What follows belongs to an exercise in optimizing a design on an open flow for small area and a short achievable clock period; a production flow would make more cautious choices.
Only simulation tests tie the RTL to the original design; equivalence was not proved.
Power and IR drop assume default switching activity.

==> inputs of cedar <==
## twist_mesh_top
module twist_mesh_top #(
     parameter N_p = 4
)(
     input  logic                clk_i
    ,input  logic                reset_i
    ,input  logic [N_p*8-1:0]    in_weight_i
    ,input  logic [N_p-1:0]      in_lock_i
    ,input  logic [N_p*8-1:0]    in_ifmap_i
    ,input  logic [N_p*32-1:0]   in_psum_i
    ,input  logic                in_propagate_i
    ,input  logic                in_valid_i
    ,input  logic                in_last_i
    ,output logic [N_p*32-1:0]   out_psum_o
    ,output logic                out_valid_o
    ,output logic                out_last_o
);
Settings: LEC_CHECK=0, CAP_MARGIN=20, CORE_MARGIN=2, CORE_UTILIZATION=40, SLEW_MARGIN=20; clock period 11.0 ns.
standard.sh (not shown) runs the stock make flow with config.mk's settings and CLKGATE_MAP_FILE= SYNTH_SCRIPT=/design/flow/synth_recipe.tcl, a recipe that flattens the netlist after the stock synthesis.
==> flow/flow/run.sh <==
#!/bin/bash
cp standard.sh standard_sh.log
export SETUP_SLACK_MARGIN=6.5
bash standard.sh > standard_run.log 2>&1
==> fjord: changes against cedar <==
--- a/flow/design.v
+++ b/flow/design.v
@@ -938,10 +938,209 @@
     wire neg_ovf = dec & f8000_i;
     assign o_o = pos_ovf ? 32'h7fff_ffff : neg_ovf ? 32'h8000_0000 : {hi, t[15:0]};
     assign o7fff_o = (f7fff_i & ~dec) | (f7ffe_i & inc);
     assign o8000_o = (f8000_i & ~inc) | (f8001_i & dec);
 endmodule
+module TwFinGP (
+     input  logic [17:0] x_i
+    ,input  logic [17:0] y_i
+    ,input  logic [15:0] hi_i
+    ,input  logic        f7ffe_i   
+    ,input  logic        f7fff_i   
+    ,input  logic        f8000_i   
+    ,input  logic        f8001_i   
+    ,output logic [31:0] o_o
+    ,output logic        o7fff_o   
+    ,output logic        o8000_o   
+);
+    wire n0, n1, n2, n3, n4, n5, n6, n7, n8, n9, n10, n11, n12, n13, n14, n15;
+    wire n16, n17, n18, n19, n20, n21, n22, n23, n24, n25, n26, n27, n28, n29, n30, n31;
+    wire n32, n33, n34, n35, n36, n37, n38, n39, n40, n41, n42, n43, n44, n45, n46, n47;
+    wire n48, n49, n50, n51, n52, n53, n54, n55, n56, n57, n58, n59, n60, n61, n62, n63;
+    wire n64, n65, n66, n67, n68, n69, n70, n71, n72, n73, n74, n75, n76, n77, n78, n79;
+    wire n80, n81, n82, n83, n84, n85, n86, n87, n88, n89, n90, n91, n92, n93, n94, n95;
+    wire n96, n97, n98, n99, n100, n101, n102, n103, n104, n105, n106, n107, n108, n109, n110, n111;
+    wire n112, n113, n114, n115, n116, n117, n118, n119, n120, n121, n122, n123, n124, n125, n126, n127;
+    wire n128, n129, n130, n131, n132, n133, n134;
+    assign n0 = x_i[1] | (y_i[1] & x_i[0]);
+    assign n1 = y_i[1] & y_i[0];
+    assign n2 = x_i[2] | (y_i[2] & x_i[1]);
+    assign n3 = y_i[2] & y_i[1];
+    assign n4 = x_i[3] | (y_i[3] & x_i[2]);
+    assign n5 = y_i[3] & y_i[2];
+    assign n6 = x_i[4] | (y_i[4] & x_i[3]);
+    assign n7 = y_i[4] & y_i[3];
+    assign n8 = x_i[5] | (y_i[5] & x_i[4]);
+    assign n9 = y_i[5] & y_i[4];
+    assign n10 = x_i[6] | (y_i[6] & x_i[5]);
+    assign n11 = y_i[6] & y_i[5];
+    assign n12 = x_i[7] | (y_i[7] & x_i[6]);
+    assign n13 = y_i[7] & y_i[6];
+    assign n14 = x_i[8] | (y_i[8] & x_i[7]);
+    assign n15 = y_i[8] & y_i[7];
+    assign n16 = x_i[9] | (y_i[9] & x_i[8]);
+    assign n17 = y_i[9] & y_i[8];
+    assign n18 = x_i[10] | (y_i[10] & x_i[9]);
+    assign n19 = y_i[10] & y_i[9];
+    assign n20 = x_i[11] | (y_i[11] & x_i[10]);
+    assign n21 = y_i[11] & y_i[10];
+    assign n22 = x_i[12] | (y_i[12] & x_i[11]);
+    assign n23 = y_i[12] & y_i[11];
+    assign n24 = x_i[13] | (y_i[13] & x_i[12]);
+    assign n25 = y_i[13] & y_i[12];
+    assign n26 = x_i[14] | (y_i[14] & x_i[13]);
+    assign n27 = y_i[14] & y_i[13];
+    assign n28 = x_i[15] | (y_i[15] & x_i[14]);
+    assign n29 = y_i[15] & y_i[14];
+    assign n30 = x_i[16] | (y_i[16] & x_i[15]);
+    assign n31 = y_i[16] & y_i[15];
+    assign n32 = x_i[17] | (y_i[17] & x_i[16]);
+    assign n33 = y_i[17] & y_i[16];
+    assign n34 = n2 | (n3 & x_i[0]);
+    assign n35 = n3 & y_i[0];
+    assign n36 = n4 | (n5 & n0);
+    assign n37 = n5 & n1;
+    assign n38 = n6 | (n7 & n2);
+    assign n39 = n7 & n3;
+    assign n40 = n8 | (n9 & n4);
+    assign n41 = n9 & n5;
+    assign n42 = n10 | (n11 & n6);
+    assign n43 = n11 & n7;
+    assign n44 = n12 | (n13 & n8);
+    assign n45 = n13 & n9;
+    assign n46 = n14 | (n15 & n10);
+    assign n47 = n15 & n11;
+    assign n48 = n16 | (n17 & n12);
+    assign n49 = n17 & n13;
+    assign n50 = n18 | (n19 & n14);
+    assign n51 = n19 & n15;
+    assign n52 = n20 | (n21 & n16);
+    assign n53 = n21 & n17;
+    assign n54 = n22 | (n23 & n18);
+    assign n55 = n23 & n19;
+    assign n56 = n24 | (n25 & n20);
+    assign n57 = n25 & n21;
+    assign n58 = n26 | (n27 & n22);
+    assign n59 = n27 & n23;
+    assign n60 = n28 | (n29 & n24);
+    assign n61 = n29 & n25;
+    assign n62 = n30 | (n31 & n26);
+    assign n63 = n31 & n27;
+    assign n64 = n32 | (n33 & n28);
+    assign n65 = n33 & n29;
+    assign n66 = n38 | (n39 & x_i[0]);
+    assign n67 = n39 & y_i[0];
+    assign n68 = n40 | (n41 & n0);
+    assign n69 = n41 & n1;
+    assign n70 = n42 | (n43 & n34);
+    assign n71 = n43 & n35;
+    assign n72 = n44 | (n45 & n36);
+    assign n73 = n45 & n37;
+    assign n74 = n46 | (n47 & n38);
+    assign n75 = n47 & n39;
+    assign n76 = n48 | (n49 & n40);
+    assign n77 = n49 & n41;
+    assign n78 = n50 | (n51 & n42);
+    assign n79 = n51 & n43;
+    assign n80 = n52 | (n53 & n44);
+    assign n81 = n53 & n45;
+    assign n82 = n54 | (n55 & n46);
+    assign n83 = n55 & n47;
+    assign n84 = n56 | (n57 & n48);
+    assign n85 = n57 & n49;
+    assign n86 = n58 | (n59 & n50);
+    assign n87 = n59 & n51;
+    assign n88 = n60 | (n61 & n52);
+    assign n89 = n61 & n53;
+    assign n90 = n62 | (n63 & n54);
+    assign n91 = n63 & n55;
+    assign n92 = n64 | (n65 & n56);
+    assign n93 = n65 & n57;
+    assign n94 = n74 | (n75 & x_i[0]);
+    assign n95 = n75 & y_i[0];
+    assign n96 = n76 | (n77 & n0);
+    assign n97 = n77 & n1;
+    assign n98 = n78 | (n79 & n34);
+    assign n99 = n79 & n35;
+    assign n100 = n80 | (n81 & n36);
+    assign n101 = n81 & n37;
+    assign n102 = n82 | (n83 & n66);
+    assign n103 = n83 & n67;
+    assign n104 = n84 | (n85 & n68);
+    assign n105 = n85 & n69;
+    assign n106 = n86 | (n87 & n70);
+    assign n107 = n87 & n71;
+    assign n108 = n88 | (n89 & n72);
+    assign n109 = n89 & n73;
+    assign n110 = n90 | (n91 & n74);
+    assign n111 = n91 & n75;
+    assign n112 = n92 | (n93 & n76);
+    assign n113 = n93 & n77;
+    assign n114 = n110 | (n111 & x_i[0]);
+    assign n115 = n111 & y_i[0];
+    assign n116 = n112 | (n113 & n0);
+    assign n117 = n113 & n1;
+    assign n118 = y_i[1] ^ x_i[0];
+    assign n119 = y_i[2] ^ n0;
+    assign n120 = y_i[3] ^ n34;
+    assign n121 = y_i[4] ^ n36;
+    assign n122 = y_i[5] ^ n66;
+    assign n123 = y_i[6] ^ n68;
+    assign n124 = y_i[7] ^ n70;
+    assign n125 = y_i[8] ^ n72;
+    assign n126 = y_i[9] ^ n94;
+    assign n127 = y_i[10] ^ n96;
+    assign n128 = y_i[11] ^ n98;
+    assign n129 = y_i[12] ^ n100;
+    assign n130 = y_i[13] ^ n102;
+    assign n131 = y_i[14] ^ n104;
+    assign n132 = y_i[15] ^ n106;
+    assign n133 = y_i[16] ^ n108;
+    assign n134 = y_i[17] ^ n114;
+    wire [17:0] t = {n134, n133, n132, n131, n130, n129, n128, n127, n126, n125, n124, n123, n122, n121, n120, n119, n118, y_i[0]};
+    wire inc = t[17] & t[16];
+    wire dec = ~t[17];
+    wire [15:0] ones, zeros;
+    assign ones[0] = 1'b1;
+    assign zeros[0] = 1'b1;
+    assign ones[1] = ones[0] & hi_i[0];
+    assign zeros[1] = zeros[0] & ~hi_i[0];
+    assign ones[2] = ones[1] & hi_i[1];
+    assign zeros[2] = zeros[1] & ~hi_i[1];
+    assign ones[3] = ones[2] & hi_i[2];
+    assign zeros[3] = zeros[2] & ~hi_i[2];
+    assign ones[4] = ones[3] & hi_i[3];
+    assign zeros[4] = zeros[3] & ~hi_i[3];
+    assign ones[5] = ones[4] & hi_i[4];
+    assign zeros[5] = zeros[4] & ~hi_i[4];
+    assign ones[6] = ones[5] & hi_i[5];
+    assign zeros[6] = zeros[5] & ~hi_i[5];
+    assign ones[7] = ones[6] & hi_i[6];
+    assign zeros[7] = zeros[6] & ~hi_i[6];
+    assign ones[8] = ones[7] & hi_i[7];
+    assign zeros[8] = zeros[7] & ~hi_i[7];
+    assign ones[9] = ones[8] & hi_i[8];
+    assign zeros[9] = zeros[8] & ~hi_i[8];
+    assign ones[10] = ones[9] & hi_i[9];
+    assign zeros[10] = zeros[9] & ~hi_i[9];
+    assign ones[11] = ones[10] & hi_i[10];
+    assign zeros[11] = zeros[10] & ~hi_i[10];
+    assign ones[12] = ones[11] & hi_i[11];
+    assign zeros[12] = zeros[11] & ~hi_i[11];
+    assign ones[13] = ones[12] & hi_i[12];
+    assign zeros[13] = zeros[12] & ~hi_i[12];
+    assign ones[14] = ones[13] & hi_i[13];
+    assign zeros[14] = zeros[13] & ~hi_i[13];
+    assign ones[15] = ones[14] & hi_i[14];
+    assign zeros[15] = zeros[14] & ~hi_i[14];
+    wire [15:0] hi = hi_i ^ (({16{inc}} & ones) | ({16{dec}} & zeros));
+    wire pos_ovf = inc & f7fff_i;
+    wire neg_ovf = dec & f8000_i;
+    assign o_o = pos_ovf ? 32'h7fff_ffff : neg_ovf ? 32'h8000_0000 : {hi, t[15:0]};
+    assign o7fff_o = (f7fff_i & ~dec) | (f7ffe_i & inc);
+    assign o8000_o = (f8000_i & ~inc) | (f8001_i & dec);
+endmodule
 module TwistMesh #(
      parameter N_p = 4
 )(
      input  logic                    clk_i
     ,input  logic                    reset_i
@@ -1056,17 +1255,17 @@
         TwTree0 u_t2 (.a_i(ifmap_r[r][2]), .w_i(w_act[r][2]), .s_i(o1_r[15:0]), .x_o(x2), .y_o(y2));
         TwDet   u_d2 (.x_i(x2), .y_i(y2), .hp_i(p1_r), .hn_i(n1_r), .pos_o(pos2), .neg_o(neg2));
         TwSel   u_s2 (.x_i(x2), .y_i(y2), .pos_i(pos2), .neg_i(neg2), .x_o(xs2), .y_o(ys2));
         TwTreeL u_t3 (.a_i(ifmap_r[(r+1)%N_p][2]), .w_i(w_nxt[r][3]), .xi_i(xs2), .yi_i(ys2), .x_o(x3), .y_o(y3));
         always_ff @(posedge clk_i) begin
-            x3_r <= x3;
-            y3_r <= y3;
+            x3_r <= x3 & y3;
+            y3_r <= x3 ^ y3;
             h3_r <= o1_r[31:16];
             p3_r <= p1_r;
             n3_r <= n1_r;
         end
-        TwFin   u_f3 (.x_i(x3_r), .y_i(y3_r), .hi_i(h3_r),
+        TwFinGP u_f3 (.x_i(x3_r), .y_i(y3_r), .hi_i(h3_r),
                       .f7ffe_i(1'b0), .f7fff_i(p3_r), .f8000_i(n3_r), .f8001_i(1'b0),
                       .o_o(out_psum_o[r]), .o7fff_o(), .o8000_o());
     end
     assign out_valid_o = valid_r[N_p-1];
     assign out_last_o  = last_r[N_p-1];
==> flow/flow/run.sh (replaced) <==
#!/bin/bash
cp standard.sh standard_sh.log
export SETUP_SLACK_MARGIN=5.5
bash standard.sh > standard_run.log 2>&1
- CORE_UTILIZATION: 40 -> 60
==> zinc: changes against cedar <==
==> flow/run.sh (new file) <==
#!/bin/bash
# synth_recipe.tcl (not shown) runs the flow's synth.tcl, then flattens the netlist and writes it again
# the make line also repeats each setting of config.mk as NAME=value (left out here)
make -C /OpenROAD-flow-scripts/flow DESIGN_CONFIG=/design/flow/config.mk WORK_HOME=/design/flow/orfs CLKGATE_MAP_FILE= SYNTH_SCRIPT=/design/flow/synth_recipe.tcl finish
- SETUP_SLACK_MARGIN: default -> 5
removed: flow/flow/run.sh
removed: flow/standard.sh
==> sierra: changes against cedar <==
==> flow/run.sh (new file) <==
#!/bin/bash
# synth_recipe.tcl (not shown) runs the flow's synth.tcl, then flattens the netlist and writes it again
# the make line also repeats each setting of config.mk as NAME=value (left out here)
make -C /OpenROAD-flow-scripts/flow DESIGN_CONFIG=/design/flow/config.mk WORK_HOME=/design/flow/orfs CLKGATE_MAP_FILE= SYNTH_SCRIPT=/design/flow/synth_recipe.tcl finish
- CORE_UTILIZATION: 40 -> 60
- SETUP_SLACK_MARGIN: default -> 5
- TNS_END_PERCENT: default -> 0
removed: flow/flow/run.sh
removed: flow/standard.sh
==> results.txt <==
quantity                                                                              sierra                   fjord                      zinc                     cedar
Crit path buf inv count                                                                    2                       5                         6                         6
Critical path fanouts, max                                                                 6                       7                         4                         6
Number of global-route vias before repair                                              52700                   57900                     54400                     57700
Syn avg cell area                                                                  9.55 um^2               9.43 um^2                 9.55 um^2                 9.55 um^2
Portion of synthesized cell area occupied by the leading cell type                     28.6%                   28.0%                     28.6%                     28.6%
Result of the run                                                             finished clean          finished clean            finished clean            finished clean
Initial antenna violation count                                                           12                      13                        13                        31
F_max                                                                                159 MHz                 167 MHz                   163 MHz                   165 MHz
Most common library cell in the layout ignoring fill and taps       sky130_fd_sc_hd__dfxtp_1  sky130_fd_sc_hd__inv_1  sky130_fd_sc_hd__dfxtp_1  sky130_fd_sc_hd__dfxtp_1
Multi-input gate area                                                             47100 um^2              51500 um^2                48100 um^2                53200 um^2
Horiz. Die Dim                                                                        347 um                  351 um                    425 um                    425 um
Max-slew headroom at the worst pin                                                     32.7%                   28.1%                     24.7%                     27.8%
Total net switching power                                                            10.2 mW                 11.5 mW                   10.6 mW                   12.8 mW
Seq pwr share                                                                          21.4%                   20.2%                     20.9%                     16.9%
Power Combinational                                                                  14.4 mW                 17.1 mW                   15.3 mW                   20.7 mW

[separate check: timing with driven ports]
The flow's constraints put no driver on any port. The routed layouts listed below were extracted and timed again, unchanged, in two steps.
Step 1 (the two cells are an assumption about what drives the block):
set clk [get_ports {clk_i}]
set_driving_cell -lib_cell sky130_fd_sc_hd__clkbuf_16 $clk
set_driving_cell -lib_cell sky130_fd_sc_hd__buf_2 [delete_from_list [all_inputs] $clk]
Step 2 adds t to the input delays and takes it off the output delays; t is the mean of the earliest and latest rising clock arrival at the registers after step 1. Input paths then give back, and output paths get back, about the clock's delay inside the block.
Slacks: ideal / step 1 / step 2; pairs: ideal / step 1.
run | t (ns) | setup WS [ns] | clock arrival spread, ns | slew at the worst register clock pin (ns)
cedar | 0.808 | 4.943 / 4.864 / 4.330 | 0.044 / 0.044 | 0.07 / 0.07
fjord | 0.786 | 5.015 / 5.015 / 4.255 | 0.033 / 0.033 | 0.07 / 0.07
zinc | 0.806 | 4.870 / 4.796 / 4.288 | 0.037 / 0.036 | 0.07 / 0.07
sierra | 0.775 | 4.725 / 4.645 / 4.246 | 0.038 / 0.038 | 0.07 / 0.07
After both steps setup and hold are still met in every run listed. The setup slack of fjord, which loses most, moves by 0.000 ns with the drivers and by -0.760 ns with both steps.
